Source: an optimization exercise on an open RTL-to-GDS flow (aim: small area and a short achievable clock period). Production flows keep margins and buffers that such runs may drop.
The RTL was checked by simulation tests, not by an equivalence proof against the original design.

==> inputs of run a <==
Design HardCore, start of the top module:
module HardCore (switches, instr, reset, inread, outend,
	display0, display1, display2, display3, display4, display5,
	display6, display7, clk, pc);
==> module HardCore, before the edit <==
module HardCore (switches, instr, reset, inread, outend,
	display0, display1, display2, display3, display4, display5,
	display6, display7, clk, pc);
	input [14:0] switches;
	input clk;
	input [31:0] instr;
	input reset;
	input inread, outend;
	output reg [31:0] pc;
	output [6:0] display0, display1, display2, display3, display4,
		display5, display6;
	output [6:0] display7;
	wire [5:0] op = instr[31:26];
	wire [4:0] rs = instr[25:21];
	wire [4:0] rt = instr[20:16];
	wire [4:0] rd = instr[15:11];
	wire [4:0] sh = instr[10:6];
	wire op_add = (op == 6'd1);
	wire op_sub = (op == 6'd2);
	wire op_lw  = (op == 6'd3);
	wire op_mov = (op == 6'd4);
	wire op_sw  = (op == 6'd5);
	wire op_li  = (op == 6'd6);
	wire op_or  = (op == 6'd7) | (op == 6'd8);
	wire op_not = (op == 6'd9);
	wire op_xor = (op == 6'd10);
	wire op_shr = (op == 6'd11);
	wire op_shl = (op == 6'd12);
	wire op_beq = (op == 6'd13);
	wire op_bne = (op == 6'd14);
	wire op_bgt = (op == 6'd15);
	wire op_blt = (op == 6'd16);
	wire op_j   = (op == 6'd17);
	wire op_jr  = (op == 6'd18);
	wire op_in  = (op == 6'd19);
	wire op_out = (op == 6'd20);
	wire op_hlt = (op == 6'd63);
	wire op_br  = op_beq | op_bne | op_bgt | op_blt;
	wire op_alu = op_add | op_sub | op_or | op_not | op_xor | op_shr | op_shl;
	reg [31:0] R [0:31];
	wire [31:0] rs_oh = 32'd1 << rs;
	wire [31:0] rt_oh = 32'd1 << rt;
	wire [31:0] rd_oh = 32'd1 << rd;
	reg [31:0] A, B, C;
	integer k;
	always @(*) begin
		A = 32'd0;
		B = 32'd0;
		C = 32'd0;
		for (k = 0; k < 32; k = k + 1) begin
			A = A | (R[k] & {32{rs_oh[k]}});
			B = B | (R[k] & {32{rt_oh[k]}});
			C = C | (R[k] & {32{rd_oh[k]}});
		end
	end
	reg [31:0] M [0:20];
	wire inrange = (A[31:5] == 27'd0) & (A[4:0] < 5'd21);
	wire [31:0] ma_oh = inrange ? (32'd1 << A[4:0]) : 32'd0;
	reg [31:0] memrd;
	always @(*) begin
		memrd = 32'd0;
		for (k = 0; k < 21; k = k + 1)
			memrd = memrd | (M[k] & {32{ma_oh[k]}});
	end
	always @(posedge clk)
		for (k = 0; k < 21; k = k + 1)
			if (op_sw && ma_oh[k])
				M[k] <= B;
	wire subtract = op_sub | op_br;
	wire [31:0] Bx = B ^ {32{subtract}};
	wire [31:0] sum = A + Bx + {31'd0, subtract};
	wire ovf = (A[31] == Bx[31]) & (sum[31] != A[31]);
	reg [31:0] wd;
	always @(*) begin
		wd = sum;
		if (op_or)  wd = A | B;
		if (op_not) wd = ~A;
		if (op_xor) wd = A ^ B;
		if (op_shr) wd = A >> sh;
		if (op_shl) wd = A << sh;
		if (op_lw)  wd = memrd;
		if (op_mov) wd = A;
		if (op_li)  wd = {{11{instr[20]}}, instr[20:0]};
		if (op_in)  wd = {{17{switches[14]}}, switches};
	end
	wire we = op_alu | op_lw | op_mov | op_li | op_in;
	wire [4:0] wa = (op_li | op_in) ? rs : (op_lw | op_mov) ? rt : rd;
	wire [31:0] wa_oh = we ? (32'd1 << wa) : 32'd0;
	always @(posedge clk)
		for (k = 0; k < 32; k = k + 1)
			if (wa_oh[k])
				R[k] <= wd;
	wire zero = (sum == 32'd0);
	wire taken = (op_beq & zero) | (op_bne & ~zero) |
		(op_bgt & ~sum[31] & ~zero) | (op_blt & sum[31]);
	wire halt = op_hlt | (op_in & ~inread) | (op_out & ~outend) |
		((op_add | op_sub | op_br) & ovf);
	always @(posedge clk)
		if (reset)
			pc <= 32'd0;
		else if (halt)
			pc <= pc;
		else if (op_j)
			pc <= {{6{instr[25]}}, instr[25:0]};
		else if (op_jr)
			pc <= A;
		else if (taken)
			pc <= C;
		else
			pc <= pc + 32'd1;
	wire [27:0] dig;
	BCD conv(.x(A), .d(dig));
	wire [6:0] s0, s1, s2, s3, s4, s5, s6;
	Display d0(.In(dig[3:0]),   .Out(s0));
	Display d1(.In(dig[7:4]),   .Out(s1));
	Display d2(.In(dig[11:8]),  .Out(s2));
	Display d3(.In(dig[15:12]), .Out(s3));
	Display d4(.In(dig[19:16]), .Out(s4));
	Display d5(.In(dig[23:20]), .Out(s5));
	Display d6(.In(dig[27:24]), .Out(s6));
	assign display0 = op_out ? s0 : 7'b1000000;
	assign display1 = op_out ? s1 : 7'b1000000;
	assign display2 = op_out ? s2 : 7'b1000000;
	assign display3 = op_out ? s3 : 7'b1000000;
	assign display4 = op_out ? s4 : 7'b1000000;
	assign display5 = op_out ? s5 : 7'b1000000;
	assign display6 = op_out ? s6 : 7'b1000000;
	assign display7 = (op_out & A[31]) ? 7'b0111111 : 7'b1111111;
endmodule
==> flow/config.mk <==
export PLATFORM = sky130hd
export DESIGN_NAME = HardCore
export DESIGN_NICKNAME = HardCore
export VERILOG_FILES = /design/flow/design.v
export SDC_FILE = /design/flow/constraint.sdc
export NUM_CORES = 4
export LEC_CHECK = 0
export ABC_AREA = 1
export CAP_MARGIN = 20
export CORE_MARGIN = 2
export CORE_UTILIZATION = 45
export CTS_BUF_LIST = sky130_fd_sc_hd__clkbuf_16
export CTS_CLUSTER_DIAMETER = 100
export CTS_CLUSTER_SIZE = 30
export SLEW_MARGIN = 20
export SYNTH_HIERARCHICAL = 1
==> flow/constraint.sdc <==
create_clock -name core_clock -period 70.0 [get_ports {clk}]
set_input_delay 14.0000 -clock core_clock [delete_from_list [all_inputs] [get_ports {clk}]]
set_output_delay 14.0000 -clock core_clock [all_outputs]
set_load 0.01 [all_outputs]
standard.sh (not shown) runs the stock make flow with config.mk's settings and CLKGATE_MAP_FILE= SYNTH_SCRIPT=/design/flow/synth_recipe.tcl, a recipe that flattens the netlist after the stock synthesis.
==> flow/flow/run.sh <==
#!/bin/bash
# The standard layout (standard.sh, the standard flow's own ORFS run) with these changes:
#  - synthesis: flow/synth_pre.tcl is put in front of the standard flow's synthesis
#    script; it only changes ABC's mapping script (see there), so the
#    registers are the standard synthesis's;
#  - Yosys's adder step is off (ADDER_MAP_FILE empty): adders and compressor
#    trees stay plain gates for ABC instead of the slow fa/ha cells;
#  - ports are buffered with buf_4 instead of the default delay buffer;
#  - repair_timing aims for extra setup slack (SETUP_SLACK_MARGIN) so the
#    resizer works on the longest paths although the 70 ns clock is met.
# Clock, constraints and everything else are the standard flow's.
set -o pipefail
W=$(pwd)
{ sed "s#@W@#$W#g" flow/synth_pre.tcl; cat synth_recipe.tcl; } > "$W/synth_abc.tcl"
bash standard.sh SYNTH_SCRIPT="$W/synth_abc.tcl" ADDER_MAP_FILE= \
  "BUFFER_PORTS_ARGS=-buffer_cell sky130_fd_sc_hd__buf_4" \
  SETUP_SLACK_MARGIN=32 finish > standard_flow.log 2>&1
==> flow/flow/abc_fast.script <==
strash
&get -n
&st
&synch2
&if -g -K 6
&synch2
&if -g -K 6
&synch2
&put
dch -f
map -B 0.9
topo
stime -c
buffer -c
upsize -c
dnsize -c
==> flow/flow/abc_small.script <==
&get -n
&st
&dch
&nf -p -R 0
&put
topo
==> flow/flow/synth_pre.tcl <==
# Prepended to the standard flow's synthesis script. ORFS's synth.tcl calls abc once for
# the whole design; here the converter module BCD (kept as its own module by
# SYNTH_HIERARCHICAL 1 until the final flatten) is mapped with ORFS's
# delay-oriented area script and every other module with ABC's area-oriented
# &nf mapper.
proc abc {args} {
  set i [lsearch -exact $args -script]
  set fast $args
  set small $args
  lset fast [expr {$i + 1}] @W@/flow/abc_fast.script
  lset small [expr {$i + 1}] @W@/flow/abc_small.script
  yosys abc {*}$fast BCD
  yosys abc {*}$small HardCore Display
}
==> run b (differences from run a) <==
--- a/flow/design.v
+++ b/flow/design.v
@@ -507,32 +507,13 @@
 	wire op_alu = op_add | op_sub | op_or | op_not | op_xor | op_shr | op_shl;
 	reg [31:0] R [0:31];
-	wire [31:0] rs_oh = 32'd1 << rs;
-	wire [31:0] rt_oh = 32'd1 << rt;
-	wire [31:0] rd_oh = 32'd1 << rd;
-	reg [31:0] A, B, C;
-	integer k;
-	always @(*) begin
-		A = 32'd0;
-		B = 32'd0;
-		C = 32'd0;
-		for (k = 0; k < 32; k = k + 1) begin
-			A = A | (R[k] & {32{rs_oh[k]}});
-			B = B | (R[k] & {32{rt_oh[k]}});
-			C = C | (R[k] & {32{rd_oh[k]}});
-		end
-	end
+	wire [31:0] A = R[rs];
+	wire [31:0] B = R[rt];
+	wire [31:0] C = R[rd];
 	reg [31:0] M [0:20];
-	wire inrange = (A[31:5] == 27'd0) & (A[4:0] < 5'd21);
-	wire [31:0] ma_oh = inrange ? (32'd1 << A[4:0]) : 32'd0;
-	reg [31:0] memrd;
-	always @(*) begin
-		memrd = 32'd0;
-		for (k = 0; k < 21; k = k + 1)
-			memrd = memrd | (M[k] & {32{ma_oh[k]}});
-	end
+	wire inrange = (A < 32'd21);
+	wire [31:0] memrd = inrange ? M[A[4:0]] : 32'd0;
 	always @(posedge clk)
-		for (k = 0; k < 21; k = k + 1)
-			if (op_sw && ma_oh[k])
-				M[k] <= B;
+		if (op_sw && inrange)
+			M[A[4:0]] <= B;
 	wire subtract = op_sub | op_br;
 	wire [31:0] Bx = B ^ {32{subtract}};
@@ -554,9 +535,7 @@
 	wire we = op_alu | op_lw | op_mov | op_li | op_in;
 	wire [4:0] wa = (op_li | op_in) ? rs : (op_lw | op_mov) ? rt : rd;
-	wire [31:0] wa_oh = we ? (32'd1 << wa) : 32'd0;
 	always @(posedge clk)
-		for (k = 0; k < 32; k = k + 1)
-			if (wa_oh[k])
-				R[k] <= wd;
+		if (we)
+			R[wa] <= wd;
 	wire zero = (sum == 32'd0);
 	wire taken = (op_beq & zero) | (op_bne & ~zero) |
--- a/flow/flow/run.sh
+++ b/flow/flow/run.sh
@@ -15,3 +15,3 @@
 bash standard.sh SYNTH_SCRIPT="$W/synth_abc.tcl" ADDER_MAP_FILE= \
   "BUFFER_PORTS_ARGS=-buffer_cell sky130_fd_sc_hd__buf_4" \
-  SETUP_SLACK_MARGIN=32 finish > standard_flow.log 2>&1
+  SETUP_SLACK_MARGIN=33 finish > standard_flow.log 2>&1
CORE_UTILIZATION = 50   (was 45)
==> notes <==
Run a completed with no timing, DRC or antenna violations. Run b produced a clean layout.
Against run a, the cell count of run b is smaller by 4.9%.
Between run b and run a, the lower synthesized cell count is in run b (gap 4.8%, measured against run a).
Against run a, the hold slack of run b is worse by 0.0020 ns.
Critical path depth: run a is lower than run b (7).
Of run a and run b, run a has the higher wire length (gap 13%, measured against run b).
Between run b and run a, the lower utilization is in run a (gap 4.8 points).
==> figures <==
metric                                            run b       run a
Multi-input gates                                 6,357       6,789
Run status             no timing/DRC/antenna violations  no timing/DRC/antenna violations
Worst clock skew on the final layout          0.0472 ns   0.0658 ns
Critical path depth                                  58          51
Global routing usage on met3                     0.0763       0.141
Clock-cell share                                 0.0197      0.0229
Final worst hold slack                         0.516 ns    0.518 ns
Routed length on met1                        144,000 um  152,000 um
Antenna diode instance count                          9          12
Period minus WS final                          36.54 ns    37.46 ns
Proportion of synthesized area in mux cells       0.197     0.00644
FF-to-FF Start                                R[11][16]    R[22][7]

## re-timing with driven ports
No port has a modelled driver above. Below, the same layouts with a new extraction and two added sets of constraints.
Step 1: set_driving_cell puts a clkbuf_16 on clk and a buf_2 on each other input, an assumption about the parent block.
Step 2 moves the port delays by t, midway between the first and last clock arrival at a register: inputs arrive t later, outputs are due t later. That takes back most of the time a late clock gives input paths.
Three values: no drivers, after step 1, after step 2; two values: the first two.
run	shift t [ns]	slack for setup (ns)	pins driven straight from the clock port
run a	0.879	32.538 / 32.508 / 32.508	1
run b	0.865	33.462 / 33.239 / 33.239	1
After both steps setup and hold are still met in every run listed. The setup slack of run b, which loses most, moves by -0.223 ns with the drivers and by -0.223 ns with both steps.
